Context: an optimization exercise on an open-source flow, tuned for small area and a short achievable clock period. The choices shown serve that exercise and are no tape-out recipe. No functional check of the RTL was part of any run shown here.

### flow/design.v
module sigma_delta_dac_3rdorder(
  input clk,
  input reset_n,
  input [15:0] d,
  output reg q
);
reg  [21:0] ao;
reg  [23:0] lr;
reg  [22:0] fr;
reg         nf23;
wire        s = ~nf23;
wire [23:0] l = lr ^ 24'd0;
wire [22:0] f = fr ^ 23'h7fe000;
wire [21:0] a_in = { {5{nf23}}, d[15], ~d[15], d[14:0] };
wire [21:0] a_sum_p = ao ^ a_in;
wire [21:0] a_sum_g0 = ao & a_in;
wire a_sum_G1 = a_sum_g0[1] | (a_sum_p[1] & a_sum_g0[0]);
wire a_sum_G2 = a_sum_g0[3] | (a_sum_p[3] & a_sum_g0[2]);
wire a_sum_P2 = a_sum_p[3] & a_sum_p[2];
wire a_sum_G3 = a_sum_g0[5] | (a_sum_p[5] & a_sum_g0[4]);
wire a_sum_P3 = a_sum_p[5] & a_sum_p[4];
wire a_sum_G4 = a_sum_g0[7] | (a_sum_p[7] & a_sum_g0[6]);
wire a_sum_P4 = a_sum_p[7] & a_sum_p[6];
wire a_sum_G5 = a_sum_g0[9] | (a_sum_p[9] & a_sum_g0[8]);
wire a_sum_P5 = a_sum_p[9] & a_sum_p[8];
wire a_sum_G6 = a_sum_g0[11] | (a_sum_p[11] & a_sum_g0[10]);
wire a_sum_P6 = a_sum_p[11] & a_sum_p[10];
wire a_sum_G7 = a_sum_g0[13] | (a_sum_p[13] & a_sum_g0[12]);
wire a_sum_P7 = a_sum_p[13] & a_sum_p[12];
wire a_sum_G8 = a_sum_g0[15] | (a_sum_p[15] & a_sum_g0[14]);
wire a_sum_P8 = a_sum_p[15] & a_sum_p[14];
wire a_sum_G9 = a_sum_g0[17] | (a_sum_p[17] & a_sum_g0[16]);
wire a_sum_P9 = a_sum_p[17] & a_sum_p[16];
wire a_sum_G10 = a_sum_g0[19] | (a_sum_p[19] & a_sum_g0[18]);
wire a_sum_P10 = a_sum_p[19] & a_sum_p[18];
wire a_sum_G11 = a_sum_g0[21] | (a_sum_p[21] & a_sum_g0[20]);
wire a_sum_P11 = a_sum_p[21] & a_sum_p[20];
wire a_sum_G12 = a_sum_g0[2] | (a_sum_p[2] & a_sum_G1);
wire a_sum_G13 = a_sum_G2 | (a_sum_P2 & a_sum_G1);
wire a_sum_G14 = a_sum_g0[6] | (a_sum_p[6] & a_sum_G3);
wire a_sum_P14 = a_sum_p[6] & a_sum_P3;
wire a_sum_G15 = a_sum_G4 | (a_sum_P4 & a_sum_G3);
wire a_sum_P15 = a_sum_P4 & a_sum_P3;
wire a_sum_G16 = a_sum_g0[10] | (a_sum_p[10] & a_sum_G5);
wire a_sum_P16 = a_sum_p[10] & a_sum_P5;
wire a_sum_G17 = a_sum_G6 | (a_sum_P6 & a_sum_G5);
wire a_sum_P17 = a_sum_P6 & a_sum_P5;
wire a_sum_G18 = a_sum_g0[14] | (a_sum_p[14] & a_sum_G7);
wire a_sum_P18 = a_sum_p[14] & a_sum_P7;
wire a_sum_G19 = a_sum_G8 | (a_sum_P8 & a_sum_G7);
wire a_sum_P19 = a_sum_P8 & a_sum_P7;
wire a_sum_G20 = a_sum_g0[18] | (a_sum_p[18] & a_sum_G9);
wire a_sum_P20 = a_sum_p[18] & a_sum_P9;
wire a_sum_G21 = a_sum_G10 | (a_sum_P10 & a_sum_G9);
wire a_sum_P21 = a_sum_P10 & a_sum_P9;
wire a_sum_G22 = a_sum_g0[4] | (a_sum_p[4] & a_sum_G13);
wire a_sum_G23 = a_sum_G3 | (a_sum_P3 & a_sum_G13);
wire a_sum_G24 = a_sum_G14 | (a_sum_P14 & a_sum_G13);
wire a_sum_G25 = a_sum_G15 | (a_sum_P15 & a_sum_G13);
wire a_sum_G26 = a_sum_g0[12] | (a_sum_p[12] & a_sum_G17);
wire a_sum_P26 = a_sum_p[12] & a_sum_P17;
wire a_sum_G27 = a_sum_G7 | (a_sum_P7 & a_sum_G17);
wire a_sum_P27 = a_sum_P7 & a_sum_P17;
wire a_sum_G28 = a_sum_G18 | (a_sum_P18 & a_sum_G17);
wire a_sum_P28 = a_sum_P18 & a_sum_P17;
wire a_sum_G29 = a_sum_G19 | (a_sum_P19 & a_sum_G17);
wire a_sum_P29 = a_sum_P19 & a_sum_P17;
wire a_sum_G30 = a_sum_g0[20] | (a_sum_p[20] & a_sum_G21);
wire a_sum_P30 = a_sum_p[20] & a_sum_P21;
wire a_sum_G31 = a_sum_G11 | (a_sum_P11 & a_sum_G21);
wire a_sum_P31 = a_sum_P11 & a_sum_P21;
wire a_sum_G32 = a_sum_g0[8] | (a_sum_p[8] & a_sum_G25);
wire a_sum_G33 = a_sum_G5 | (a_sum_P5 & a_sum_G25);
wire a_sum_G34 = a_sum_G16 | (a_sum_P16 & a_sum_G25);
wire a_sum_G35 = a_sum_G17 | (a_sum_P17 & a_sum_G25);
wire a_sum_G36 = a_sum_G26 | (a_sum_P26 & a_sum_G25);
wire a_sum_G37 = a_sum_G27 | (a_sum_P27 & a_sum_G25);
wire a_sum_G38 = a_sum_G28 | (a_sum_P28 & a_sum_G25);
wire a_sum_G39 = a_sum_G29 | (a_sum_P29 & a_sum_G25);
wire a_sum_G40 = a_sum_g0[16] | (a_sum_p[16] & a_sum_G39);
wire a_sum_G41 = a_sum_G9 | (a_sum_P9 & a_sum_G39);
wire a_sum_G42 = a_sum_G20 | (a_sum_P20 & a_sum_G39);
wire a_sum_G43 = a_sum_G21 | (a_sum_P21 & a_sum_G39);
wire a_sum_G44 = a_sum_G30 | (a_sum_P30 & a_sum_G39);
wire a_sum_G45 = a_sum_G31 | (a_sum_P31 & a_sum_G39);
wire [22:0] a_sum;
assign a_sum[0] = a_sum_p[0];
assign a_sum[1] = a_sum_p[1] ^ a_sum_g0[0];
assign a_sum[2] = a_sum_p[2] ^ a_sum_G1;
assign a_sum[3] = a_sum_p[3] ^ a_sum_G12;
assign a_sum[4] = a_sum_p[4] ^ a_sum_G13;
assign a_sum[5] = a_sum_p[5] ^ a_sum_G22;
assign a_sum[6] = a_sum_p[6] ^ a_sum_G23;
assign a_sum[7] = a_sum_p[7] ^ a_sum_G24;
assign a_sum[8] = a_sum_p[8] ^ a_sum_G25;
assign a_sum[9] = a_sum_p[9] ^ a_sum_G32;
assign a_sum[10] = a_sum_p[10] ^ a_sum_G33;
assign a_sum[11] = a_sum_p[11] ^ a_sum_G34;
assign a_sum[12] = a_sum_p[12] ^ a_sum_G35;
assign a_sum[13] = a_sum_p[13] ^ a_sum_G36;
assign a_sum[14] = a_sum_p[14] ^ a_sum_G37;
assign a_sum[15] = a_sum_p[15] ^ a_sum_G38;
assign a_sum[16] = a_sum_p[16] ^ a_sum_G39;
assign a_sum[17] = a_sum_p[17] ^ a_sum_G40;
assign a_sum[18] = a_sum_p[18] ^ a_sum_G41;
assign a_sum[19] = a_sum_p[19] ^ a_sum_G42;
assign a_sum[20] = a_sum_p[20] ^ a_sum_G43;
assign a_sum[21] = a_sum_p[21] ^ a_sum_G44;
assign a_sum[22] = a_sum_G45;
wire [23:0] o2 = { 2'b00, ao };
wire [23:0] o3 = { 2'b11, s, nf23, nf23, s, {8{nf23}}, ~f[22:13] };
wire [23:0] x  = l ^ o2 ^ o3;
wire [23:0] y  = { (l[22:0] & o2[22:0]) | (l[22:0] & o3[22:0]) | (o2[22:0] & o3[22:0]), 1'b1 };
wire [23:0] l_sum_p = x ^ y;
wire [23:0] l_sum_g0 = x & y;
wire l_sum_G1 = l_sum_g0[1] | (l_sum_p[1] & l_sum_g0[0]);
wire l_sum_G2 = l_sum_g0[3] | (l_sum_p[3] & l_sum_g0[2]);
wire l_sum_P2 = l_sum_p[3] & l_sum_p[2];
wire l_sum_G3 = l_sum_g0[5] | (l_sum_p[5] & l_sum_g0[4]);
wire l_sum_P3 = l_sum_p[5] & l_sum_p[4];
wire l_sum_G4 = l_sum_g0[7] | (l_sum_p[7] & l_sum_g0[6]);
wire l_sum_P4 = l_sum_p[7] & l_sum_p[6];
wire l_sum_G5 = l_sum_g0[9] | (l_sum_p[9] & l_sum_g0[8]);
wire l_sum_P5 = l_sum_p[9] & l_sum_p[8];
wire l_sum_G6 = l_sum_g0[11] | (l_sum_p[11] & l_sum_g0[10]);
wire l_sum_P6 = l_sum_p[11] & l_sum_p[10];
wire l_sum_G7 = l_sum_g0[13] | (l_sum_p[13] & l_sum_g0[12]);
wire l_sum_P7 = l_sum_p[13] & l_sum_p[12];
wire l_sum_G8 = l_sum_g0[15] | (l_sum_p[15] & l_sum_g0[14]);
wire l_sum_P8 = l_sum_p[15] & l_sum_p[14];
wire l_sum_G9 = l_sum_g0[17] | (l_sum_p[17] & l_sum_g0[16]);
wire l_sum_P9 = l_sum_p[17] & l_sum_p[16];
wire l_sum_G10 = l_sum_g0[19] | (l_sum_p[19] & l_sum_g0[18]);
wire l_sum_P10 = l_sum_p[19] & l_sum_p[18];
wire l_sum_G11 = l_sum_g0[21] | (l_sum_p[21] & l_sum_g0[20]);
wire l_sum_P11 = l_sum_p[21] & l_sum_p[20];
wire l_sum_G12 = l_sum_g0[23] | (l_sum_p[23] & l_sum_g0[22]);
wire l_sum_P12 = l_sum_p[23] & l_sum_p[22];
wire l_sum_G13 = l_sum_g0[2] | (l_sum_p[2] & l_sum_G1);
wire l_sum_G14 = l_sum_G2 | (l_sum_P2 & l_sum_G1);
wire l_sum_G15 = l_sum_g0[6] | (l_sum_p[6] & l_sum_G3);
wire l_sum_P15 = l_sum_p[6] & l_sum_P3;
wire l_sum_G16 = l_sum_G4 | (l_sum_P4 & l_sum_G3);
wire l_sum_P16 = l_sum_P4 & l_sum_P3;
wire l_sum_G17 = l_sum_g0[10] | (l_sum_p[10] & l_sum_G5);
wire l_sum_P17 = l_sum_p[10] & l_sum_P5;
wire l_sum_G18 = l_sum_G6 | (l_sum_P6 & l_sum_G5);
wire l_sum_P18 = l_sum_P6 & l_sum_P5;
wire l_sum_G19 = l_sum_g0[14] | (l_sum_p[14] & l_sum_G7);
wire l_sum_P19 = l_sum_p[14] & l_sum_P7;
wire l_sum_G20 = l_sum_G8 | (l_sum_P8 & l_sum_G7);
wire l_sum_P20 = l_sum_P8 & l_sum_P7;
wire l_sum_G21 = l_sum_g0[18] | (l_sum_p[18] & l_sum_G9);
wire l_sum_P21 = l_sum_p[18] & l_sum_P9;
wire l_sum_G22 = l_sum_G10 | (l_sum_P10 & l_sum_G9);
wire l_sum_P22 = l_sum_P10 & l_sum_P9;
wire l_sum_G23 = l_sum_g0[22] | (l_sum_p[22] & l_sum_G11);
wire l_sum_P23 = l_sum_p[22] & l_sum_P11;
wire l_sum_G24 = l_sum_G12 | (l_sum_P12 & l_sum_G11);
wire l_sum_P24 = l_sum_P12 & l_sum_P11;
wire l_sum_G25 = l_sum_g0[4] | (l_sum_p[4] & l_sum_G14);
wire l_sum_G26 = l_sum_G3 | (l_sum_P3 & l_sum_G14);
wire l_sum_G27 = l_sum_G15 | (l_sum_P15 & l_sum_G14);
wire l_sum_G28 = l_sum_G16 | (l_sum_P16 & l_sum_G14);
wire l_sum_G29 = l_sum_g0[12] | (l_sum_p[12] & l_sum_G18);
wire l_sum_P29 = l_sum_p[12] & l_sum_P18;
wire l_sum_G30 = l_sum_G7 | (l_sum_P7 & l_sum_G18);
wire l_sum_P30 = l_sum_P7 & l_sum_P18;
wire l_sum_G31 = l_sum_G19 | (l_sum_P19 & l_sum_G18);
wire l_sum_P31 = l_sum_P19 & l_sum_P18;
wire l_sum_G32 = l_sum_G20 | (l_sum_P20 & l_sum_G18);
wire l_sum_P32 = l_sum_P20 & l_sum_P18;
wire l_sum_G33 = l_sum_g0[20] | (l_sum_p[20] & l_sum_G22);
wire l_sum_P33 = l_sum_p[20] & l_sum_P22;
wire l_sum_G34 = l_sum_G11 | (l_sum_P11 & l_sum_G22);
wire l_sum_P34 = l_sum_P11 & l_sum_P22;
wire l_sum_G35 = l_sum_G23 | (l_sum_P23 & l_sum_G22);
wire l_sum_P35 = l_sum_P23 & l_sum_P22;
wire l_sum_G36 = l_sum_G24 | (l_sum_P24 & l_sum_G22);
wire l_sum_P36 = l_sum_P24 & l_sum_P22;
wire l_sum_G37 = l_sum_g0[8] | (l_sum_p[8] & l_sum_G28);
wire l_sum_G38 = l_sum_G5 | (l_sum_P5 & l_sum_G28);
wire l_sum_G39 = l_sum_G17 | (l_sum_P17 & l_sum_G28);
wire l_sum_G40 = l_sum_G18 | (l_sum_P18 & l_sum_G28);
wire l_sum_G41 = l_sum_G29 | (l_sum_P29 & l_sum_G28);
wire l_sum_G42 = l_sum_G30 | (l_sum_P30 & l_sum_G28);
wire l_sum_G43 = l_sum_G31 | (l_sum_P31 & l_sum_G28);
wire l_sum_G44 = l_sum_G32 | (l_sum_P32 & l_sum_G28);
wire l_sum_G45 = l_sum_g0[16] | (l_sum_p[16] & l_sum_G44);
wire l_sum_G46 = l_sum_G9 | (l_sum_P9 & l_sum_G44);
wire l_sum_G47 = l_sum_G21 | (l_sum_P21 & l_sum_G44);
wire l_sum_G48 = l_sum_G22 | (l_sum_P22 & l_sum_G44);
wire l_sum_G49 = l_sum_G33 | (l_sum_P33 & l_sum_G44);
wire l_sum_G50 = l_sum_G34 | (l_sum_P34 & l_sum_G44);
wire l_sum_G51 = l_sum_G35 | (l_sum_P35 & l_sum_G44);
wire l_sum_G52 = l_sum_G36 | (l_sum_P36 & l_sum_G44);
wire [24:0] l_sum;
assign l_sum[0] = l_sum_p[0];
assign l_sum[1] = l_sum_p[1] ^ l_sum_g0[0];
assign l_sum[2] = l_sum_p[2] ^ l_sum_G1;
assign l_sum[3] = l_sum_p[3] ^ l_sum_G13;
assign l_sum[4] = l_sum_p[4] ^ l_sum_G14;
assign l_sum[5] = l_sum_p[5] ^ l_sum_G25;
assign l_sum[6] = l_sum_p[6] ^ l_sum_G26;
assign l_sum[7] = l_sum_p[7] ^ l_sum_G27;
assign l_sum[8] = l_sum_p[8] ^ l_sum_G28;
assign l_sum[9] = l_sum_p[9] ^ l_sum_G37;
assign l_sum[10] = l_sum_p[10] ^ l_sum_G38;
assign l_sum[11] = l_sum_p[11] ^ l_sum_G39;
assign l_sum[12] = l_sum_p[12] ^ l_sum_G40;
assign l_sum[13] = l_sum_p[13] ^ l_sum_G41;
assign l_sum[14] = l_sum_p[14] ^ l_sum_G42;
assign l_sum[15] = l_sum_p[15] ^ l_sum_G43;
assign l_sum[16] = l_sum_p[16] ^ l_sum_G44;
assign l_sum[17] = l_sum_p[17] ^ l_sum_G45;
assign l_sum[18] = l_sum_p[18] ^ l_sum_G46;
assign l_sum[19] = l_sum_p[19] ^ l_sum_G47;
assign l_sum[20] = l_sum_p[20] ^ l_sum_G48;
assign l_sum[21] = l_sum_p[21] ^ l_sum_G49;
assign l_sum[22] = l_sum_p[22] ^ l_sum_G50;
assign l_sum[23] = l_sum_p[23] ^ l_sum_G51;
assign l_sum[24] = l_sum_G52;
wire [4:0]  fh = { s, f[22:19] } + { nf23, nf23, nf23, nf23, 1'b1 };
wire [23:0] fc = { fh, f[18:0] };
wire [23:0] xs = { 1'b0, x[23:1] };
wire [23:0] ys = { 1'b0, y[23:1] };
wire [23:0] s1 = fc ^ xs ^ ys;
wire [23:0] c1 = (fc & xs) | (fc & ys) | (xs & ys);
wire [23:0] c1s = { c1[22:0], x[0] };
wire [23:0] t_p = s1 ^ c1s;
wire [23:0] t_g0 = s1 & c1s;
wire t_G1 = t_g0[1] | ((t_p[1] & s1[0]) & c1s[0]);
wire t_G2 = t_g0[3] | (t_p[3] & t_g0[2]);
wire t_P2 = t_p[3] & t_p[2];
wire t_G3 = t_g0[5] | (t_p[5] & t_g0[4]);
wire t_P3 = t_p[5] & t_p[4];
wire t_G4 = t_g0[7] | (t_p[7] & t_g0[6]);
wire t_P4 = t_p[7] & t_p[6];
wire t_G5 = t_g0[9] | (t_p[9] & t_g0[8]);
wire t_P5 = t_p[9] & t_p[8];
wire t_G6 = t_g0[11] | (t_p[11] & t_g0[10]);
wire t_P6 = t_p[11] & t_p[10];
wire t_G7 = t_g0[13] | (t_p[13] & t_g0[12]);
wire t_P7 = t_p[13] & t_p[12];
wire t_G8 = t_g0[15] | (t_p[15] & t_g0[14]);
wire t_P8 = t_p[15] & t_p[14];
wire t_G9 = t_g0[17] | (t_p[17] & t_g0[16]);
wire t_P9 = t_p[17] & t_p[16];
wire t_G10 = t_g0[19] | (t_p[19] & t_g0[18]);
wire t_P10 = t_p[19] & t_p[18];
wire t_G11 = t_g0[21] | (t_p[21] & t_g0[20]);
wire t_P11 = t_p[21] & t_p[20];
wire t_G12 = t_g0[23] | (t_p[23] & t_g0[22]);
wire t_P12 = t_p[23] & t_p[22];
wire t_H13 = t_g0[2] | (t_p[2] & t_g0[1]);
wire t_Q13 = t_p[2] & t_p[1];
wire t_G14 = t_H13 | (t_Q13 & t_g0[0]);
wire t_G15 = t_G2 | (t_P2 & t_G1);
wire t_G16 = t_g0[6] | (t_p[6] & t_G3);
wire t_P16 = t_p[6] & t_P3;
wire t_G17 = t_G4 | (t_P4 & t_G3);
wire t_P17 = t_P4 & t_P3;
wire t_G18 = t_g0[10] | (t_p[10] & t_G5);
wire t_P18 = t_p[10] & t_P5;
wire t_G19 = t_G6 | (t_P6 & t_G5);
wire t_P19 = t_P6 & t_P5;
wire t_G20 = t_g0[14] | (t_p[14] & t_G7);
wire t_P20 = t_p[14] & t_P7;
wire t_G21 = t_G8 | (t_P8 & t_G7);
wire t_P21 = t_P8 & t_P7;
wire t_G22 = t_g0[18] | (t_p[18] & t_G9);
wire t_P22 = t_p[18] & t_P9;
wire t_G23 = t_G10 | (t_P10 & t_G9);
wire t_P23 = t_P10 & t_P9;
wire t_G24 = t_g0[22] | (t_p[22] & t_G11);
wire t_P24 = t_p[22] & t_P11;
wire t_G25 = t_G12 | (t_P12 & t_G11);
wire t_P25 = t_P12 & t_P11;
wire t_H26 = t_g0[4] | (t_p[4] & t_g0[3]);
wire t_Q26 = t_p[4] & t_p[3];
wire t_G27 = t_H26 | (t_Q26 & t_G14);
wire t_G28 = t_G3 | (t_P3 & t_G15);
wire t_G29 = t_G16 | (t_P16 & t_G15);
wire t_G30 = t_G17 | (t_P17 & t_G15);
wire t_G31 = t_g0[12] | (t_p[12] & t_G19);
wire t_P31 = t_p[12] & t_P19;
wire t_G32 = t_G7 | (t_P7 & t_G19);
wire t_P32 = t_P7 & t_P19;
wire t_G33 = t_G20 | (t_P20 & t_G19);
wire t_P33 = t_P20 & t_P19;
wire t_G34 = t_G21 | (t_P21 & t_G19);
wire t_P34 = t_P21 & t_P19;
wire t_G35 = t_g0[20] | (t_p[20] & t_G23);
wire t_P35 = t_p[20] & t_P23;
wire t_G36 = t_G11 | (t_P11 & t_G23);
wire t_P36 = t_P11 & t_P23;
wire t_G37 = t_G24 | (t_P24 & t_G23);
wire t_P37 = t_P24 & t_P23;
wire t_G38 = t_G25 | (t_P25 & t_G23);
wire t_P38 = t_P25 & t_P23;
wire t_H39 = t_g0[8] | (t_p[8] & t_g0[7]);
wire t_Q39 = t_p[8] & t_p[7];
wire t_G40 = t_H39 | (t_Q39 & t_G29);
wire t_G41 = t_G5 | (t_P5 & t_G30);
wire t_G42 = t_G18 | (t_P18 & t_G30);
wire t_G43 = t_G19 | (t_P19 & t_G30);
wire t_G44 = t_G31 | (t_P31 & t_G30);
wire t_G45 = t_G32 | (t_P32 & t_G30);
wire t_G46 = t_G33 | (t_P33 & t_G30);
wire t_G47 = t_G34 | (t_P34 & t_G30);
wire t_H48 = t_g0[16] | (t_p[16] & t_g0[15]);
wire t_Q48 = t_p[16] & t_p[15];
wire t_G49 = t_H48 | (t_Q48 & t_G46);
wire t_G50 = t_G9 | (t_P9 & t_G47);
wire t_G51 = t_G22 | (t_P22 & t_G47);
wire t_G52 = t_G23 | (t_P23 & t_G47);
wire t_G53 = t_G35 | (t_P35 & t_G47);
wire t_G54 = t_G36 | (t_P36 & t_G47);
wire t_G55 = t_G37 | (t_P37 & t_G47);
wire t_G56 = t_G38 | (t_P38 & t_G47);
wire [24:0] t;
assign t[0] = t_p[0];
assign t[1] = t_p[1] ^ t_g0[0];
assign t[2] = t_p[2] ^ t_G1;
assign t[3] = t_p[3] ^ t_G14;
assign t[4] = t_p[4] ^ t_G15;
assign t[5] = t_p[5] ^ t_G27;
assign t[6] = t_p[6] ^ t_G28;
assign t[7] = t_p[7] ^ t_G29;
assign t[8] = t_p[8] ^ t_G30;
assign t[9] = t_p[9] ^ t_G40;
assign t[10] = t_p[10] ^ t_G41;
assign t[11] = t_p[11] ^ t_G42;
assign t[12] = t_p[12] ^ t_G43;
assign t[13] = t_p[13] ^ t_G44;
assign t[14] = t_p[14] ^ t_G45;
assign t[15] = t_p[15] ^ t_G46;
assign t[16] = t_p[16] ^ t_G47;
assign t[17] = t_p[17] ^ t_G49;
assign t[18] = t_p[18] ^ t_G50;
assign t[19] = t_p[19] ^ t_G51;
assign t[20] = t_p[20] ^ t_G52;
assign t[21] = t_p[21] ^ t_G53;
assign t[22] = t_p[22] ^ t_G54;
assign t[23] = t_p[23] ^ t_G55;
assign t[24] = t_G56;
always @(negedge reset_n or posedge clk)
  if (!reset_n) begin
    ao   <= 22'h200000;
    lr   <= 24'd0;
    fr   <= 23'h7fe000;
    nf23 <= 1'b1;
    q    <= 1'b0;
  end else begin
    ao   <= a_sum[21:0];
    lr   <= l_sum[23:0] ^ 24'd0;
    fr   <= t[22:0] ^ 23'h7fe000;
    nf23 <= ~(t[23] ^ l_sum[23] ^ l_sum[24]);
    q    <= nf23;
  end
endmodule
### flow/flow/run.sh
#!/bin/bash
# The standard layout (standard.sh) with changes to how it is made:
#  - clock tree synthesis with its own options (below), without dummy loads;
#  - port buffers of the smallest buffer cell (every port still gets one);
#  - extra make settings: 
# Each tool's full output is in the ORFS logs under orfs/logs; make's own
# output is in standard.log.
bash standard.sh \
  "CTS_ARGS=-sink_clustering_enable -repair_clock_nets -buf_list sky130_fd_sc_hd__clkbuf_8 -dont_use_dummy_load" \
  "BUFFER_PORTS_ARGS=-buffer_cell sky130_fd_sc_hd__buf_1" \
   \
  finish > standard.log 2>&1
### flow/standard.sh
#!/bin/bash
# synth_recipe.tcl (not shown) runs the flow's synth.tcl, then flattens the netlist and writes it again
# the make line also repeats each setting of config.mk as NAME=value (left out here)
make -C /OpenROAD-flow-scripts/flow DESIGN_CONFIG=/design/flow/config.mk WORK_HOME=/design/flow/orfs CLKGATE_MAP_FILE= SYNTH_SCRIPT=/design/flow/synth_recipe.tcl "${@:-finish}"
### flow/config.mk
export PLATFORM = sky130hd
export DESIGN_NAME = sigma_delta_dac_3rdorder
export DESIGN_NICKNAME = sigma_delta_dac_3rdorder
export VERILOG_FILES = /design/flow/design.v
export SDC_FILE = /design/flow/constraint.sdc
export NUM_CORES = 4
export LEC_CHECK = 0
export CAP_MARGIN = 20
export CORE_MARGIN = 2
export CORE_UTILIZATION = 60
export SETUP_SLACK_MARGIN = 3.6
export SLEW_MARGIN = 20
export TNS_END_PERCENT = 0
### flow/constraint.sdc
create_clock -name core_clock -period 7.0 [get_ports {clk}]
set_input_delay 1.4000 -clock core_clock [delete_from_list [all_inputs] [get_ports {clk}]]
set_output_delay 1.4000 -clock core_clock [all_outputs]
set_load 0.01 [all_outputs]
==> metrics.cfg, run 1 <==
[critical_path]
cpMostUsedCell=a21o_1
path_cells=fa_1 -> inv_1 -> fa_1 -> inv_2 -> ha_4 -> a21o_1 -> a21o_1 -> a21o_1 -> or3_4 -> o221ai_4 -> o21ai_2 -> a311oi_2 -> xnor2_1 -> xnor2_1
timing.rr.start=nf23
cp_data_arrival_time_ns=4.05
r2r_end=nf23
crit_path_start_kind=flop
worstSetupPathType=reg -> reg
cp_top_family=adder cells
worstPathRequired_ns=7.28
end_kind=flop
crit_fanout=8
cp.depth=14
max_stage_delay_ns=0.70
ff2ff_path_depth=14
crit_buf_inv=2
endpoint=nf23
cpMaxStageDelayCell=dfstp_4
critPathLaunch=nf23
r2r_slack_ns=3.23

[placement]
portBuffers=18
gp_congestion=0.845
dp_slack_ns=2.95
placed_cells=629
dp_hpwl_um=8320

[sta]
rsz0062_at_grt=true
timing.slew.headroom_pct=38.6
worstMarginPinSlew_ns=0.920
finalCritPeriodShare_pct=53.8
hold_viol=0
finalWorstSetupSlack_ns=3.23
fmax_mhz=265
setup_violations=0
fin_skew_ns=0.0129
setup_tns_ns=0
fin_crit_ns=3.77
drv_slew=0

[clocking]
cts.sinks=71
clk_path_buf_depth=2
root_buffer=clkbuf_8
cts_tree=done
h-tree-depth=3
numCtsBuffers=9
clock_latency_ns=0.36
clk_pin_slew_worst_paths_ns=0.07

[logic_synthesis]
synth_cell_types=48
async_reset_ff_share_pct=100
syn_inst=500
syn_area_sq_um=5610
ys_warn_count=1
ys_seq_area_share_pct=31.9
synth_nets=644
avgSynthCellArea_sq_um=11.2
ys_ff_latch=71
synth_edf_count=0
yosys_most_used_dff=dfrtp_1

[detailed_routing]
first_pass_iters=4
ant_nets=0
routed.top_layer=met4
wl_met1_um=5010
met3WireLength_um=423
drtIter0Drc=142
met2_wirelength_um=4920
drc=0
vias=3585
detail_route.wl_per_cell_um=16.4
routed_via_density=5.58
postRouteWirelength_um=10600

[layout]
final-instance-count-excl-fill=643
fillers=723
multi_input_area_sq_um=3610
diodes=0
seqCellArea_sq_um=1800
finalNetCount=678
syn_to_final_growth_pct=7.38
drive_gt1_share_pct=8.08

[die]
core_area_sq_um=9150
die_h_um=101
ios=19
die_area_sq_um=10100
num_rows=35
fp.dieW_um=101
initial_core_util_pct=61.3

[grt]
gr-total-overflow=0
grt_pass1_vias=3949
track_usage_pct=24.3
grt_pass1_wl_um=18800
grt_start_max_net_pins=72
antenna_found_initial=0

[outcome]
status=no timing/DRC/antenna violations

[min_path]
hold_path.class=reg -> reg

[job]
cap_violations=0

[layout by cell type (no fill, tap or decap), types with 2 or more instances in the layout]
master	synthesis	final
a21boi_0	2	2
a21o_1	19	19
a21oi_1	27	27
a31o_2	2	2
a31oi_1	3	3
and3_1	5	5
and4_1	2	2
buf_1	0	17
buf_4	0	4
buf_6	0	2
clkbuf_8	0	9
dfrtp_1	59	59
dfstp_2	12	11
fa_1	56	55
ha_1	70	68
ha_4	0	2
inv_1	63	62
nand2_1	11	11
nand2b_1	4	4
nand3_1	7	7
nand4_1	4	4
nor2_1	31	31
nor2b_1	8	8
nor3_1	11	11
nor4_1	3	3
nor4b_1	2	2
o21a_1	8	8
o21ai_0	11	10
o21ai_2	2	3
o21ba_2	2	2
o21bai_1	5	5
or3_1	3	3
xnor2_1	27	27
xor2_1	22	22
[stage by stage]
step	util (%)	area [sq um]	hold WS (ns)
after floorplan	-	5630	0.507
after global placement	63.8	5840	0.526
after detailed placement	63.8	5840	0.526
after CTS	65.6	6010	0.542
after global routing	65.8	6030	0.559
final	65.8	6030	0.536
[how the worst min path moves through the flow]
stage / slack [ns] / startpoint / endpoint / cells past startpoint
final: 0.54 / ao[0] / ao[0] / 1
after detailed placement: 0.53 / ao[0] / ao[0] / 1
after global placement: 0.53 / ao[0] / ao[0] / 1
after global routing: 0.56 / ao[0] / ao[0] / 1
after CTS: 0.54 / ao[0] / ao[0] / 1
after floorplan: 0.51 / ao[0] / ao[0] / 1
[state kept, by name, summed over array words and instances, names as in the netlist]
name / count
fr: 23
q: 1
ao: 22
nf23: 1
lr: 24
[final cells by class]
cell class	instances	area share, %
sequential	71	29.8
clock buffer	9	2.06
timing repair buffer	23	1.93
inverter	63	3.92
multi-input combinational	366	60.0
tap	111	2.30
[Yosys cell counts (all sizes together) (2+ instances only)]
cell    instances  area (sq um)
a21boi          3          22.5
a21o           19           143
a21oi          27           135
a31o            2          17.5
a31oi           3          18.8
and3            5          31.3
and4            2          17.5
dfrtp          59          1480
dfstp          12           315
fa             56          1120
ha             70           876
inv            63           236
nand2          11          41.3
nand2b          4          25.0
nand3           7          35.0
nand4           4          25.0
nor2           31           116
nor2b           8          50.1
nor3           11          55.1
nor4            3          18.8
nor4b           2          17.5
o21a            8          60.1
o21ai          14          77.6
o21ba           2          20.0
o21bai          5          37.5
or3             4          30.0
xnor2          27           236
xor2           22           193
[routing by layer]
metal  global-route usage [%]  vias to the layer above
met4                     8.01                        0
met3                     4.92                       15
met5                        0                        -
met1                     34.4                     1737
met2                     37.9                       65
li1                         -                     1768
[logic make-up after synthesis]
logic type	share of synthesized area [%]
xor+xnor	7.65
fa+ha+maj	35.6
buf+inv	4.21
flops	31.9
compound gates	11.9
simple gates	8.74
[what timing repair did]
item                       CTS  global route
hold buffers                 0             0
pin swaps                    2             1
gates resized for setup      1             4
setup buffers                5             0
gates cloned                 0             0
setup endpoints to repair   28            30
==> inputs of run 2 (changes only) <==
--- a/flow/design.v
+++ b/flow/design.v
@@ -229,121 +229,187 @@
 wire [23:0] c1s = { c1[22:0], x[0] };
 wire [23:0] t_p = s1 ^ c1s;
 wire [23:0] t_g0 = s1 & c1s;
-wire t_G1 = t_g0[1] | ((t_p[1] & s1[0]) & c1s[0]);
-wire t_G2 = t_g0[3] | (t_p[3] & t_g0[2]);
-wire t_P2 = t_p[3] & t_p[2];
-wire t_G3 = t_g0[5] | (t_p[5] & t_g0[4]);
-wire t_P3 = t_p[5] & t_p[4];
-wire t_G4 = t_g0[7] | (t_p[7] & t_g0[6]);
-wire t_P4 = t_p[7] & t_p[6];
-wire t_G5 = t_g0[9] | (t_p[9] & t_g0[8]);
-wire t_P5 = t_p[9] & t_p[8];
-wire t_G6 = t_g0[11] | (t_p[11] & t_g0[10]);
-wire t_P6 = t_p[11] & t_p[10];
-wire t_G7 = t_g0[13] | (t_p[13] & t_g0[12]);
-wire t_P7 = t_p[13] & t_p[12];
-wire t_G8 = t_g0[15] | (t_p[15] & t_g0[14]);
-wire t_P8 = t_p[15] & t_p[14];
-wire t_G9 = t_g0[17] | (t_p[17] & t_g0[16]);
-wire t_P9 = t_p[17] & t_p[16];
-wire t_G10 = t_g0[19] | (t_p[19] & t_g0[18]);
-wire t_P10 = t_p[19] & t_p[18];
-wire t_G11 = t_g0[21] | (t_p[21] & t_g0[20]);
-wire t_P11 = t_p[21] & t_p[20];
-wire t_G12 = t_g0[23] | (t_p[23] & t_g0[22]);
-wire t_P12 = t_p[23] & t_p[22];
-wire t_H13 = t_g0[2] | (t_p[2] & t_g0[1]);
-wire t_Q13 = t_p[2] & t_p[1];
-wire t_G14 = t_H13 | (t_Q13 & t_g0[0]);
-wire t_G15 = t_G2 | (t_P2 & t_G1);
-wire t_G16 = t_g0[6] | (t_p[6] & t_G3);
-wire t_P16 = t_p[6] & t_P3;
-wire t_G17 = t_G4 | (t_P4 & t_G3);
-wire t_P17 = t_P4 & t_P3;
-wire t_G18 = t_g0[10] | (t_p[10] & t_G5);
-wire t_P18 = t_p[10] & t_P5;
-wire t_G19 = t_G6 | (t_P6 & t_G5);
-wire t_P19 = t_P6 & t_P5;
-wire t_G20 = t_g0[14] | (t_p[14] & t_G7);
-wire t_P20 = t_p[14] & t_P7;
-wire t_G21 = t_G8 | (t_P8 & t_G7);
-wire t_P21 = t_P8 & t_P7;
-wire t_G22 = t_g0[18] | (t_p[18] & t_G9);
-wire t_P22 = t_p[18] & t_P9;
-wire t_G23 = t_G10 | (t_P10 & t_G9);
-wire t_P23 = t_P10 & t_P9;
-wire t_G24 = t_g0[22] | (t_p[22] & t_G11);
-wire t_P24 = t_p[22] & t_P11;
-wire t_G25 = t_G12 | (t_P12 & t_G11);
-wire t_P25 = t_P12 & t_P11;
-wire t_H26 = t_g0[4] | (t_p[4] & t_g0[3]);
-wire t_Q26 = t_p[4] & t_p[3];
-wire t_G27 = t_H26 | (t_Q26 & t_G14);
-wire t_G28 = t_G3 | (t_P3 & t_G15);
-wire t_G29 = t_G16 | (t_P16 & t_G15);
-wire t_G30 = t_G17 | (t_P17 & t_G15);
-wire t_G31 = t_g0[12] | (t_p[12] & t_G19);
-wire t_P31 = t_p[12] & t_P19;
-wire t_G32 = t_G7 | (t_P7 & t_G19);
-wire t_P32 = t_P7 & t_P19;
-wire t_G33 = t_G20 | (t_P20 & t_G19);
-wire t_P33 = t_P20 & t_P19;
-wire t_G34 = t_G21 | (t_P21 & t_G19);
-wire t_P34 = t_P21 & t_P19;
-wire t_G35 = t_g0[20] | (t_p[20] & t_G23);
-wire t_P35 = t_p[20] & t_P23;
-wire t_G36 = t_G11 | (t_P11 & t_G23);
-wire t_P36 = t_P11 & t_P23;
-wire t_G37 = t_G24 | (t_P24 & t_G23);
-wire t_P37 = t_P24 & t_P23;
-wire t_G38 = t_G25 | (t_P25 & t_G23);
-wire t_P38 = t_P25 & t_P23;
-wire t_H39 = t_g0[8] | (t_p[8] & t_g0[7]);
-wire t_Q39 = t_p[8] & t_p[7];
-wire t_G40 = t_H39 | (t_Q39 & t_G29);
-wire t_G41 = t_G5 | (t_P5 & t_G30);
-wire t_G42 = t_G18 | (t_P18 & t_G30);
-wire t_G43 = t_G19 | (t_P19 & t_G30);
-wire t_G44 = t_G31 | (t_P31 & t_G30);
-wire t_G45 = t_G32 | (t_P32 & t_G30);
-wire t_G46 = t_G33 | (t_P33 & t_G30);
-wire t_G47 = t_G34 | (t_P34 & t_G30);
-wire t_H48 = t_g0[16] | (t_p[16] & t_g0[15]);
-wire t_Q48 = t_p[16] & t_p[15];
-wire t_G49 = t_H48 | (t_Q48 & t_G46);
-wire t_G50 = t_G9 | (t_P9 & t_G47);
-wire t_G51 = t_G22 | (t_P22 & t_G47);
-wire t_G52 = t_G23 | (t_P23 & t_G47);
-wire t_G53 = t_G35 | (t_P35 & t_G47);
-wire t_G54 = t_G36 | (t_P36 & t_G47);
-wire t_G55 = t_G37 | (t_P37 & t_G47);
-wire t_G56 = t_G38 | (t_P38 & t_G47);
+wire t_G1 = t_g0[23] | (t_p[23] & t_g0[22]);
+wire t_P1 = t_p[23] & t_p[22];
+wire t_G2 = t_g0[22] | (t_p[22] & t_g0[21]);
+wire t_P2 = t_p[22] & t_p[21];
+wire t_G3 = t_g0[21] | (t_p[21] & t_g0[20]);
+wire t_P3 = t_p[21] & t_p[20];
+wire t_G4 = t_g0[20] | (t_p[20] & t_g0[19]);
+wire t_P4 = t_p[20] & t_p[19];
+wire t_G5 = t_g0[19] | (t_p[19] & t_g0[18]);
+wire t_P5 = t_p[19] & t_p[18];
+wire t_G6 = t_g0[18] | (t_p[18] & t_g0[17]);
+wire t_P6 = t_p[18] & t_p[17];
+wire t_G7 = t_g0[17] | (t_p[17] & t_g0[16]);
+wire t_P7 = t_p[17] & t_p[16];
+wire t_G8 = t_g0[16] | (t_p[16] & t_g0[15]);
+wire t_P8 = t_p[16] & t_p[15];
+wire t_G9 = t_g0[15] | (t_p[15] & t_g0[14]);
+wire t_P9 = t_p[15] & t_p[14];
+wire t_G10 = t_g0[14] | (t_p[14] & t_g0[13]);
+wire t_P10 = t_p[14] & t_p[13];
+wire t_G11 = t_g0[13] | (t_p[13] & t_g0[12]);
+wire t_P11 = t_p[13] & t_p[12];
+wire t_G12 = t_g0[12] | (t_p[12] & t_g0[11]);
+wire t_P12 = t_p[12] & t_p[11];
+wire t_G13 = t_g0[11] | (t_p[11] & t_g0[10]);
+wire t_P13 = t_p[11] & t_p[10];
+wire t_G14 = t_g0[10] | (t_p[10] & t_g0[9]);
+wire t_P14 = t_p[10] & t_p[9];
+wire t_G15 = t_g0[9] | (t_p[9] & t_g0[8]);
+wire t_P15 = t_p[9] & t_p[8];
+wire t_G16 = t_g0[8] | (t_p[8] & t_g0[7]);
+wire t_P16 = t_p[8] & t_p[7];
+wire t_G17 = t_g0[7] | (t_p[7] & t_g0[6]);
+wire t_P17 = t_p[7] & t_p[6];
+wire t_G18 = t_g0[6] | (t_p[6] & t_g0[5]);
+wire t_P18 = t_p[6] & t_p[5];
+wire t_G19 = t_g0[5] | (t_p[5] & t_g0[4]);
+wire t_P19 = t_p[5] & t_p[4];
+wire t_G20 = t_g0[4] | (t_p[4] & t_g0[3]);
+wire t_P20 = t_p[4] & t_p[3];
+wire t_G21 = t_g0[3] | (t_p[3] & t_g0[2]);
+wire t_P21 = t_p[3] & t_p[2];
+wire t_G22 = t_g0[2] | (t_p[2] & t_g0[1]);
+wire t_P22 = t_p[2] & t_p[1];
+wire t_G23 = t_g0[1] | (t_p[1] & t_g0[0]);
+wire t_G24 = t_G1 | (t_P1 & t_G3);
+wire t_P24 = t_P1 & t_P3;
+wire t_G25 = t_G2 | (t_P2 & t_G4);
+wire t_P25 = t_P2 & t_P4;
+wire t_G26 = t_G3 | (t_P3 & t_G5);
+wire t_P26 = t_P3 & t_P5;
+wire t_G27 = t_G4 | (t_P4 & t_G6);
+wire t_P27 = t_P4 & t_P6;
+wire t_G28 = t_G5 | (t_P5 & t_G7);
+wire t_P28 = t_P5 & t_P7;
+wire t_G29 = t_G6 | (t_P6 & t_G8);
+wire t_P29 = t_P6 & t_P8;
+wire t_G30 = t_G7 | (t_P7 & t_G9);
+wire t_P30 = t_P7 & t_P9;
+wire t_G31 = t_G8 | (t_P8 & t_G10);
+wire t_P31 = t_P8 & t_P10;
+wire t_G32 = t_G9 | (t_P9 & t_G11);
+wire t_P32 = t_P9 & t_P11;
+wire t_G33 = t_G10 | (t_P10 & t_G12);
+wire t_P33 = t_P10 & t_P12;
+wire t_G34 = t_G11 | (t_P11 & t_G13);
+wire t_P34 = t_P11 & t_P13;
+wire t_G35 = t_G12 | (t_P12 & t_G14);
+wire t_P35 = t_P12 & t_P14;
+wire t_G36 = t_G13 | (t_P13 & t_G15);
+wire t_P36 = t_P13 & t_P15;
+wire t_G37 = t_G14 | (t_P14 & t_G16);
+wire t_P37 = t_P14 & t_P16;
+wire t_G38 = t_G15 | (t_P15 & t_G17);
+wire t_P38 = t_P15 & t_P17;
+wire t_G39 = t_G16 | (t_P16 & t_G18);
+wire t_P39 = t_P16 & t_P18;
+wire t_G40 = t_G17 | (t_P17 & t_G19);
+wire t_P40 = t_P17 & t_P19;
+wire t_G41 = t_G18 | (t_P18 & t_G20);
+wire t_P41 = t_P18 & t_P20;
+wire t_G42 = t_G19 | (t_P19 & t_G21);
+wire t_P42 = t_P19 & t_P21;
+wire t_G43 = t_G20 | (t_P20 & t_G22);
+wire t_P43 = t_P20 & t_P22;
+wire t_G44 = t_G21 | (t_P21 & t_G23);
+wire t_G45 = t_G22 | (t_P22 & t_g0[0]);
+wire t_G46 = t_G24 | (t_P24 & t_G28);
+wire t_P46 = t_P24 & t_P28;
+wire t_G47 = t_G25 | (t_P25 & t_G29);
+wire t_P47 = t_P25 & t_P29;
+wire t_G48 = t_G26 | (t_P26 & t_G30);
+wire t_P48 = t_P26 & t_P30;
+wire t_G49 = t_G27 | (t_P27 & t_G31);
+wire t_P49 = t_P27 & t_P31;
+wire t_G50 = t_G28 | (t_P28 & t_G32);
+wire t_P50 = t_P28 & t_P32;
+wire t_G51 = t_G29 | (t_P29 & t_G33);
+wire t_P51 = t_P29 & t_P33;
+wire t_G52 = t_G30 | (t_P30 & t_G34);
+wire t_P52 = t_P30 & t_P34;
+wire t_G53 = t_G31 | (t_P31 & t_G35);
+wire t_P53 = t_P31 & t_P35;
+wire t_G54 = t_G32 | (t_P32 & t_G36);
+wire t_P54 = t_P32 & t_P36;
+wire t_G55 = t_G33 | (t_P33 & t_G37);
+wire t_P55 = t_P33 & t_P37;
+wire t_G56 = t_G34 | (t_P34 & t_G38);
+wire t_P56 = t_P34 & t_P38;
+wire t_G57 = t_G35 | (t_P35 & t_G39);
+wire t_P57 = t_P35 & t_P39;
+wire t_G58 = t_G36 | (t_P36 & t_G40);
+wire t_P58 = t_P36 & t_P40;
+wire t_G59 = t_G37 | (t_P37 & t_G41);
+wire t_P59 = t_P37 & t_P41;
+wire t_G60 = t_G38 | (t_P38 & t_G42);
+wire t_P60 = t_P38 & t_P42;
+wire t_G61 = t_G39 | (t_P39 & t_G43);
+wire t_P61 = t_P39 & t_P43;
+wire t_G62 = t_G40 | (t_P40 & t_G44);
+wire t_G63 = t_G41 | (t_P41 & t_G45);
+wire t_G64 = t_G42 | (t_P42 & t_G23);
+wire t_G65 = t_G43 | (t_P43 & t_g0[0]);
+wire t_G66 = t_G46 | (t_P46 & t_G54);
+wire t_P66 = t_P46 & t_P54;
+wire t_G67 = t_G47 | (t_P47 & t_G55);
+wire t_P67 = t_P47 & t_P55;
+wire t_G68 = t_G48 | (t_P48 & t_G56);
+wire t_P68 = t_P48 & t_P56;
+wire t_G69 = t_G49 | (t_P49 & t_G57);
+wire t_P69 = t_P49 & t_P57;
+wire t_G70 = t_G50 | (t_P50 & t_G58);
+wire t_P70 = t_P50 & t_P58;
+wire t_G71 = t_G51 | (t_P51 & t_G59);
+wire t_P71 = t_P51 & t_P59;
+wire t_G72 = t_G52 | (t_P52 & t_G60);
+wire t_P72 = t_P52 & t_P60;
+wire t_G73 = t_G53 | (t_P53 & t_G61);
+wire t_P73 = t_P53 & t_P61;
+wire t_G74 = t_G54 | (t_P54 & t_G62);
+wire t_G75 = t_G55 | (t_P55 & t_G63);
+wire t_G76 = t_G56 | (t_P56 & t_G64);
+wire t_G77 = t_G57 | (t_P57 & t_G65);
+wire t_G78 = t_G58 | (t_P58 & t_G44);
+wire t_G79 = t_G59 | (t_P59 & t_G45);
+wire t_G80 = t_G60 | (t_P60 & t_G23);
+wire t_G81 = t_G61 | (t_P61 & t_g0[0]);
+wire t_G82 = t_G66 | (t_P66 & t_G62);
+wire t_G83 = t_G67 | (t_P67 & t_G63);
+wire t_G84 = t_G68 | (t_P68 & t_G64);
+wire t_G85 = t_G69 | (t_P69 & t_G65);
+wire t_G86 = t_G70 | (t_P70 & t_G44);
+wire t_G87 = t_G71 | (t_P71 & t_G45);
+wire t_G88 = t_G72 | (t_P72 & t_G23);
+wire t_G89 = t_G73 | (t_P73 & t_g0[0]);
 wire [24:0] t;
 assign t[0] = t_p[0];
 assign t[1] = t_p[1] ^ t_g0[0];
-assign t[2] = t_p[2] ^ t_G1;
-assign t[3] = t_p[3] ^ t_G14;
-assign t[4] = t_p[4] ^ t_G15;
-assign t[5] = t_p[5] ^ t_G27;
-assign t[6] = t_p[6] ^ t_G28;
-assign t[7] = t_p[7] ^ t_G29;
-assign t[8] = t_p[8] ^ t_G30;
-assign t[9] = t_p[9] ^ t_G40;
-assign t[10] = t_p[10] ^ t_G41;
-assign t[11] = t_p[11] ^ t_G42;
-assign t[12] = t_p[12] ^ t_G43;
-assign t[13] = t_p[13] ^ t_G44;
-assign t[14] = t_p[14] ^ t_G45;
-assign t[15] = t_p[15] ^ t_G46;
-assign t[16] = t_p[16] ^ t_G47;
-assign t[17] = t_p[17] ^ t_G49;
-assign t[18] = t_p[18] ^ t_G50;
-assign t[19] = t_p[19] ^ t_G51;
-assign t[20] = t_p[20] ^ t_G52;
-assign t[21] = t_p[21] ^ t_G53;
-assign t[22] = t_p[22] ^ t_G54;
-assign t[23] = t_p[23] ^ t_G55;
-assign t[24] = t_G56;
+assign t[2] = t_p[2] ^ t_G23;
+assign t[3] = t_p[3] ^ t_G45;
+assign t[4] = t_p[4] ^ t_G44;
+assign t[5] = t_p[5] ^ t_G65;
+assign t[6] = t_p[6] ^ t_G64;
+assign t[7] = t_p[7] ^ t_G63;
+assign t[8] = t_p[8] ^ t_G62;
+assign t[9] = t_p[9] ^ t_G81;
+assign t[10] = t_p[10] ^ t_G80;
+assign t[11] = t_p[11] ^ t_G79;
+assign t[12] = t_p[12] ^ t_G78;
+assign t[13] = t_p[13] ^ t_G77;
+assign t[14] = t_p[14] ^ t_G76;
+assign t[15] = t_p[15] ^ t_G75;
+assign t[16] = t_p[16] ^ t_G74;
+assign t[17] = t_p[17] ^ t_G89;
+assign t[18] = t_p[18] ^ t_G88;
+assign t[19] = t_p[19] ^ t_G87;
+assign t[20] = t_p[20] ^ t_G86;
+assign t[21] = t_p[21] ^ t_G85;
+assign t[22] = t_p[22] ^ t_G84;
+assign t[23] = t_p[23] ^ t_G83;
+assign t[24] = t_G82;
 always @(negedge reset_n or posedge clk)
   if (!reset_n) begin
     ao   <= 22'h200000;
--- a/flow/config.mk
+++ b/flow/config.mk
@@ -7,7 +7,6 @@
 export LEC_CHECK = 0
 export CAP_MARGIN = 20
 export CORE_MARGIN = 2
-export CORE_UTILIZATION = 60
+export CORE_UTILIZATION = 40
 export SETUP_SLACK_MARGIN = 3.6
 export SLEW_MARGIN = 20
-export TNS_END_PERCENT = 0
==> run 2 against run 1 <==
Still clean. Sequential share of layout area decreased by 3.4 points. Sequential cell count stayed put. Die area increased by 55%. Final area increased by 13%.
==> metrics.cfg, run 2 <==
[layout]
final_cell_mix=inv_1, ha_1, dfrtp_1, fa_1, xnor2_1
largest_reg_flops=24
syn_to_final_growth_pct=15.5
finalNetCount=736
largestRegisters=lr x24, fr x23, ao x22
diodes=0
drive_gt1_share_pct=20.0
fillers=1325
layout_commonest_cell=inv_1
largest_register=lr

[job]
cap_violations=0

[logic_synthesis]
synth_area_leaders=dfrtp_1, fa_1, ha_1, dfstp_2, inv_1
ys_warn_count=1
ys_ff_latch=71
syn_area_sq_um=5890
synth_cell_types=54
avgSynthCellArea_sq_um=10.9
synth_edf_count=0
async_reset_ff_share_pct=100
syn_inst=538
synth_top_area_share_pct=25.1
ys_seq_area_share_pct=30.4
synth_nets=683
yosysMostFrequentCell=inv_1
synth_common_cells=inv_1, ha_1, dfrtp_1, fa_1, a21oi_1
yosys.area.top_type=dfrtp_1
yosys_most_used_dff=dfrtp_1

[critical_path]
crit_buf_inv=0
worstSetupPathType=reg -> reg
cp_data_arrival_time_ns=3.71
path_cells=fa_2 -> fa_1 -> ha_1 -> a21o_1 -> a21oi_2 -> nor2b_2 -> o211ai_1 -> a31oi_2 -> a221o_1 -> a21oi_2 -> xnor2_1
cp_top_family=compound AO/OA/AOI/OAI gates
crit_fanout=4
worstPathRequired_ns=7.27
end_kind=flop
cpMaxStageDelayCell=dfstp_2
cpMostUsedCell=a21oi_2
max_stage_delay_ns=0.56
crit_path_start_kind=flop

[die]
ios=19
initial_core_util_pct=40.7
die_h_um=125
fp.dieW_um=125
die_area_sq_um=15700
num_rows=44
core_area_sq_um=14500

[detailed_routing]
first_pass_iters=4
postRouteWirelength_um=12300
drtIter0Drc=254
vias=3927
routed_via_density=5.08
detail_route.wl_per_cell_um=15.9
drc=0
ant_nets=0

[sta]
rsz0062_at_grt=true
finalCritPeriodShare_pct=49.1
finalWorstSetupSlack_ns=3.56
setup_violations=0
fin_crit_ns=3.44
drv_slew=0
timing.slew.headroom_pct=36.7
hold_viol=0
setup_tns_ns=0
worstMarginPinSlew_ns=0.949
worst_hold_slack_ns=0.560
fin_skew_ns=0.0245
fmax_mhz=291

[grt]
use_met2_pct=27.0
grtUsageMet1_pct=24.0
grt_pass1_vias=4200
gr-total-overflow=0
grt_start_max_net_pins=72
grt_util_met3_pct=2.82
grt-busiest-layer=met2
antenna_found_initial=0
grt_pass1_wl_um=21200
track_usage_pct=16.9

[placement]
dp_slack_ns=3.22
gp_congestion=0.858
dp_hpwl_um=9470
portBuffers=18

[clocking]
clock_latency_ns=0.35
numCtsBuffers=9
clk_pin_slew_worst_paths_ns=0.07
ctsHoldBuffers=0
h-tree-depth=3
clk_path_buf_depth=2
cts.sinks=71
cts_tree=done
root_buffer=clkbuf_8

[min_path]
hold_path.class=reg -> reg

[outcome]
status=no timing/DRC/antenna violations

==> run 2: cell count changes in the layout (fill, tap and decap cells not counted), moves of 9 or more <==
cell	delta
ha_1	-10
buf_4	+20
a21oi_2	+10
fa_2	+9
nand2_1	+12
==> run 2: stage by stage <==
step	instance area, sq um	std cells	utilization (%)
3_5_place_dp	6220	740	43.0
4_1_cts	6640	767	45.9
3_3_place_gp	6220	740	43.0
2_1_floorplan	5920	538	-
6_report	6800	773	47.0
5_1_grt	6800	773	47.0
==> run 2: layer usage <==
| layer | part of all wire, % | routed length (um) | vias to the layer above |
|---|---|---|---|
| met2 | 48 | 5850 | 51 |
| li1 | - | - | 1932 |
| met5 | 0 | 0 | - |
| met3 | 3.7 | 454 | 13 |
| met1 | 47 | 5810 | 1931 |
| met4 | 1.5 | 179 | 0 |
==> run 2: final timing paths <==
check                      endpoint  cells after the start  slack (ns)     from
min                           ao[0]                      1        0.56    ao[0]
max                            nf23                     11        3.56   fr[15]
max in group asynchronous     ao[2]                      1        5.14  reset_n
min reg2reg                   ao[0]                      1        0.56    ao[0]
max reg2reg                    nf23                     11        3.56   fr[15]
min in group asynchronous    lr[18]                      1        1.17  reset_n
==> run 2: cells by family (layout without fill, tap and decap cells) <==
family | count (synthesis) | count (layout) | synth area share, %
AO/OA/AOI/OAI | 118 | 118 | 14.4
XOR/XNOR | 53 | 53 | 7.89
adder cells (fa/ha/maj) | 127 | 127 | 34.3
buffers and inverters | 71 | 122 | 4.53
flip-flops | 71 | 71 | 30.4
AND/OR/NAND/NOR | 98 | 98 | 8.52
==> run 2: area by class of cell <==
type	count	area [sq um]	share of cell area (%)
Multi-Input combinational cell	396	4110	60.5
Sequential cell	71	1800	26.4
Timing Repair Buffer	42	268	3.94
Inverter	71	267	3.92
Tap cell	184	230	3.39
Clock buffer	9	124	1.82
==> run 2: repair_timing <==
| item | 4_1_cts | 5_1_grt |
|---|---|---|
| pin swaps | 36 | 27 |
| setup endpoints to repair | 17 | 18 |
| resized for setup | 37 | 25 |
| buffers inserted | 18 | 6 |

re-timing with driven ports:
How much do the figures lean on ideal ports? The routed layouts below were timed once more, with nothing changed but the port constraints. Step 1 sets driving cells, clkbuf_16 on the clock port and buf_2 on the other inputs (assumed; they add their load-dependent delay and slew). Step 2, shift: input delay + t, output delay - t, t = (earliest + latest rising clock arrival at the registers) / 2. This alone moves slack from input paths to output paths. Three values: no drivers, after step 1, after step 2; two values: the first two.
run	shift t [ns]	setup slack, ns	hold WS [ns]
run 1	0.388	3.232 / 3.232 / 2.962	0.536 / 0.536 / 0.536
run 2	0.373	3.560 / 3.560 / 3.263	0.560 / 0.560 / 0.560
After both steps every run listed still meets setup and hold. The setup slack of run 2, which loses most, moves by 0.000 ns with the drivers and by -0.297 ns with both steps.
